Context: an optimization exercise on an open-source flow, tuned for small area, a short achievable clock period and few clock cycles. The choices shown serve that exercise and are no tape-out recipe. Only simulation tests tie the RTL to the original design; equivalence was not proved.

Setup of v22:
Design conv_window_unit, start of the top module:
module conv_window_unit(clk, reset, in_valid, in_ready, window, filter, filterSize,
		out_valid, value);
Size: about 7000 cells after synthesis, roughly 840 I/O pins, ~81000 sq um of cells after synthesis.
Settings: LEC_CHECK=0, CAP_MARGIN=20, CORE_MARGIN=2, CORE_UTILIZATION=40, CTS_CLUSTER_DIAMETER=100, CTS_CLUSTER_SIZE=30, SLEW_MARGIN=20, SYNTH_HIERARCHICAL=1, SYNTH_MINIMUM_KEEP_SIZE=0; clock period 120.0 ns.
standard.sh (not shown) runs the stock make flow with config.mk's settings and CLKGATE_MAP_FILE= SYNTH_SCRIPT=/design/flow/synth_recipe.tcl, a recipe that flattens the netlist after the stock synthesis.
==> flow/flow/run.sh <==
#!/bin/bash
# The standard layout (standard.sh, all steps) with these changes:
# - after synthesis, flow/downsize.tcl gives the multiplier cells and the
#   window/filter load multiplexers their smallest drive strength;
# - the port buffers that global placement adds are sky130_fd_sc_hd__buf_1
#   instead of the cell buffer_ports picks by default, and before placement
#   repair flow/outbuf.tcl makes those on the output ports buf_4.
set -euo pipefail
export POST_SYNTH_TCL="$PWD/flow/downsize.tcl"
export PRE_RESIZE_TCL="$PWD/flow/outbuf.tcl"
export BUFFER_PORTS_ARGS="-buffer_cell sky130_fd_sc_hd__buf_1"
bash standard.sh finish > standard_finish.log 2>&1
==> flow/flow/outbuf.tcl <==
# Run by ORFS before placement repair (PRE_RESIZE_TCL): the buffers that
# buffer_ports put on the output ports (buf_1, see run.sh) become buf_4,
# which drive the port wire and load faster. Detailed placement, which comes
# later, legalizes them.
set db [ord::get_db]
set block [ord::get_db_block]
set buf4 [$db findMaster sky130_fd_sc_hd__buf_4]
set n 0
foreach bt [$block getBTerms] {
  if { [$bt getIoType] ne "OUTPUT" } { continue }
  set net [$bt getNet]
  if { $net eq "NULL" } { continue }
  foreach it [$net getITerms] {
    if { ![$it isOutputSignal] } { continue }
    set inst [$it getInst]
    if { [[$inst getMaster] getName] eq "sky130_fd_sc_hd__buf_1" } {
      $inst swapMaster $buf4
      incr n
    }
  }
}
puts "outbuf: $n output port buffers are now buf_4"
Other scripts of this flow, unchanged in this note and not shown: flow/flow/downsize.tcl
Testbench counts of v22, summed over its fixed seeds: cycles 4,973.
Setup changes, v22 to v57
# v22
export LEC_CHECK = 0
export CAP_MARGIN = 20
export CORE_MARGIN = 2
export CORE_UTILIZATION = 40
export CTS_CLUSTER_DIAMETER = 100
export CTS_CLUSTER_SIZE = 30
export SLEW_MARGIN = 20
export SYNTH_HIERARCHICAL = 1
export SYNTH_MINIMUM_KEEP_SIZE = 0
create_clock -name core_clock -period 120.0 [get_ports {clk}]
# v57
export LEC_CHECK = 0
export CAP_MARGIN = 20
export CORE_MARGIN = 2
export CORE_UTILIZATION = 60
export CTS_CLUSTER_DIAMETER = 100
export CTS_CLUSTER_SIZE = 30
export PLACE_DENSITY = 0.72
export SLEW_MARGIN = 20
export SYNTH_HIERARCHICAL = 1
export SYNTH_MINIMUM_KEEP_SIZE = 0
create_clock -name core_clock -period 120.0 [get_ports {clk}]
==> flow/flow/outbuf.tcl <==
# Run by ORFS before placement repair (PRE_RESIZE_TCL): the buffers that
# buffer_ports put on the output ports (buf_1, see run.sh) become buf_4,
# which drive the port wire and load faster, and the flip-flops that drive
# those buffers get the drive strength 4 (same cell type) for the wire from
# the flip-flop to the buffer. Detailed placement, which comes later,
# legalizes them.
set db [ord::get_db]
set block [ord::get_db_block]
set buf4 [$db findMaster sky130_fd_sc_hd__buf_4]
set n 0
set nff 0
foreach bt [$block getBTerms] {
  if { [$bt getIoType] ne "OUTPUT" } { continue }
  set net [$bt getNet]
  if { $net eq "NULL" } { continue }
  foreach it [$net getITerms] {
    if { ![$it isOutputSignal] } { continue }
    set inst [$it getInst]
    if { [[$inst getMaster] getName] ne "sky130_fd_sc_hd__buf_1" } { continue }
    $inst swapMaster $buf4
    incr n
    # the flip-flop that drives the buffer
    foreach bit [$inst getITerms] {
      if { ![$bit isInputSignal] } { continue }
      set inet [$bit getNet]
      if { $inet eq "NULL" } { continue }
      foreach dit [$inet getITerms] {
        if { ![$dit isOutputSignal] } { continue }
        set ff [$dit getInst]
        set fm [[$ff getMaster] getName]
        if { [regexp {^(sky130_fd_sc_hd__dfxtp)_[12]$} $fm -> base] } {
          $ff swapMaster [$db findMaster ${base}_4]
          incr nff
        }
      }
    }
  }
}
puts "outbuf: $n output port buffers are now buf_4, $nff flip-flops driving them are now dfxtp_4"
Results
As far as sink count of the clock tree goes, v57 and v22 are indistinguishable; the numbers are identical.
Between v57 and v22, it is v57 whose share of the clock period used by the worst path after layout is lower, by 0.19 points.
v22 -> v57: routed length per instance increased by a few percent
~same quantity of I/O buffers inserted on ports in v57 and v22
Both conditions hold for v57: the flow ran to the end and the final layout passed the timing, DRC and antenna checks.
[compare] base=v22 new=v57: non-clock buffer count now sits lower.
Changes in v59 relative to v57:
# v57
export LEC_CHECK = 0
export CAP_MARGIN = 20
export CORE_MARGIN = 2
export CORE_UTILIZATION = 60
export CTS_CLUSTER_DIAMETER = 100
export CTS_CLUSTER_SIZE = 30
export PLACE_DENSITY = 0.72
export SLEW_MARGIN = 20
export SYNTH_HIERARCHICAL = 1
export SYNTH_MINIMUM_KEEP_SIZE = 0
create_clock -name core_clock -period 120.0 [get_ports {clk}]
# v59
export LEC_CHECK = 0
export CAP_MARGIN = 20
export CORE_MARGIN = 2
export CORE_UTILIZATION = 70
export CTS_CLUSTER_DIAMETER = 100
export CTS_CLUSTER_SIZE = 30
export PLACE_DENSITY = 0.8
export SLEW_MARGIN = 20
export SYNTH_HIERARCHICAL = 1
export SYNTH_MINIMUM_KEEP_SIZE = 0
create_clock -name core_clock -period 120.0 [get_ports {clk}]
--- outcome ---
- v59 has number of standard cells in the layout, taps in and fillers out below what v57 had.
- Of the two values seen for worst setup path endpoint, value[3] was produced by v57 and value[6] by v59.
- Via count of the first global-routing pass sits higher in v59 than in v57.
- Going from v57 to v59, minimum clock period barely changed, number of antenna violations at the first check in global routing shrank by 5.
- In the flow results for v59 and v57, the wire length per cell after detailed routing is smaller on v57.
Relative to v59, the following input files were edited for v56:
# v59
export LEC_CHECK = 0
export CAP_MARGIN = 20
export CORE_MARGIN = 2
export CORE_UTILIZATION = 70
export CTS_CLUSTER_DIAMETER = 100
export CTS_CLUSTER_SIZE = 30
export PLACE_DENSITY = 0.8
export SLEW_MARGIN = 20
export SYNTH_HIERARCHICAL = 1
export SYNTH_MINIMUM_KEEP_SIZE = 0
create_clock -name core_clock -period 120.0 [get_ports {clk}]
# v56
export LEC_CHECK = 0
export CAP_MARGIN = 20
export CORE_MARGIN = 2
export CORE_UTILIZATION = 40
export CTS_CLUSTER_DIAMETER = 100
export CTS_CLUSTER_SIZE = 30
export SLEW_MARGIN = 20
export SYNTH_HIERARCHICAL = 1
export SYNTH_MINIMUM_KEEP_SIZE = 0
create_clock -name core_clock -period 120.0 [get_ports {clk}]
==> flow/flow/run.sh <==
#!/bin/bash
# The standard layout (standard.sh, all steps) with these changes:
# - after synthesis, flow/downsize.tcl gives the multiplier cells and the
#   window/filter load multiplexers their smallest drive strength;
# - the port buffers that global placement adds are sky130_fd_sc_hd__buf_1
#   on the inputs and sky130_fd_sc_hd__buf_4 on the outputs (flow/outbuf.tcl)
#   instead of the cell buffer_ports picks by default.
set -euo pipefail
export POST_SYNTH_TCL="$PWD/flow/downsize.tcl"
export PRE_GLOBAL_PLACE_TCL="$PWD/flow/outbuf.tcl"
export BUFFER_PORTS_ARGS="-inputs -buffer_cell sky130_fd_sc_hd__buf_1"
bash standard.sh finish > standard_finish.log 2>&1
==> flow/flow/outbuf.tcl <==
# Run by ORFS before global placement (PRE_GLOBAL_PLACE_TCL): buffers the
# output ports with sky130_fd_sc_hd__buf_4, which drives the port wire and
# load faster than buf_1; the input ports are buffered right after this by
# global_place.tcl's own buffer_ports call (BUFFER_PORTS_ARGS -inputs).
buffer_ports -outputs -buffer_cell sky130_fd_sc_hd__buf_4
--- outcome ---
Going from v59 to v56, growth of design area from synthesis to finish climbed 2.5 points; multi-input combinational area share dropped 1.6 points; wire length up 15 mm; row count went up.
Summary of v56 over v59: starting density of the core decreased by 30 points relative to the old numbers; final non-filler cell area increased by about 2.3% relative to the old numbers.
v56 ends up with higher cell count than v59 does.
Sequential fraction of total cell area on v56 is down relative to v59.
In v56, clock-cell share of area is higher than in v59.
In the metrics for v59 and v56, the one carrying the higher number of antenna violations at the first check in global routing is v56.
STATUS global-route wire length before repair: v56 loses against v59

## what the ideal ports hide
In the flow no input, the clock included, has a driving cell. The finished layouts below were timed again as built, in two steps.
Step 1 sets driving cells, clkbuf_16 on the clock port and buf_2 on the other inputs (assumed; they add their load-dependent delay and slew).
Step 2 moves the port delays by t, midway between the first and last clock arrival at a register: inputs arrive t later, outputs are due t later. That takes back most of the time a late clock gives input paths.
a / b / c = ideal / step 1 / step 2; a / b = the first two.
run	shift t [ns]	setup slack, ns	worst setup path after step 2	clock arrival spread, ns	worst slew at a driven data input, ns
v22	0.803	94.539 / 94.451 / 95.254	register to output	0.073 / 0.073	0.11
v57	0.752	94.770 / 94.685 / 95.240	input to register	0.048 / 0.048	0.09
v59	0.745	94.769 / 94.688 / 95.207	input to register	0.041 / 0.042	0.08
v56	0.803	94.576 / 94.489 / 95.292	register to output	0.062 / 0.061	0.12
After both steps every run listed still meets setup and hold.
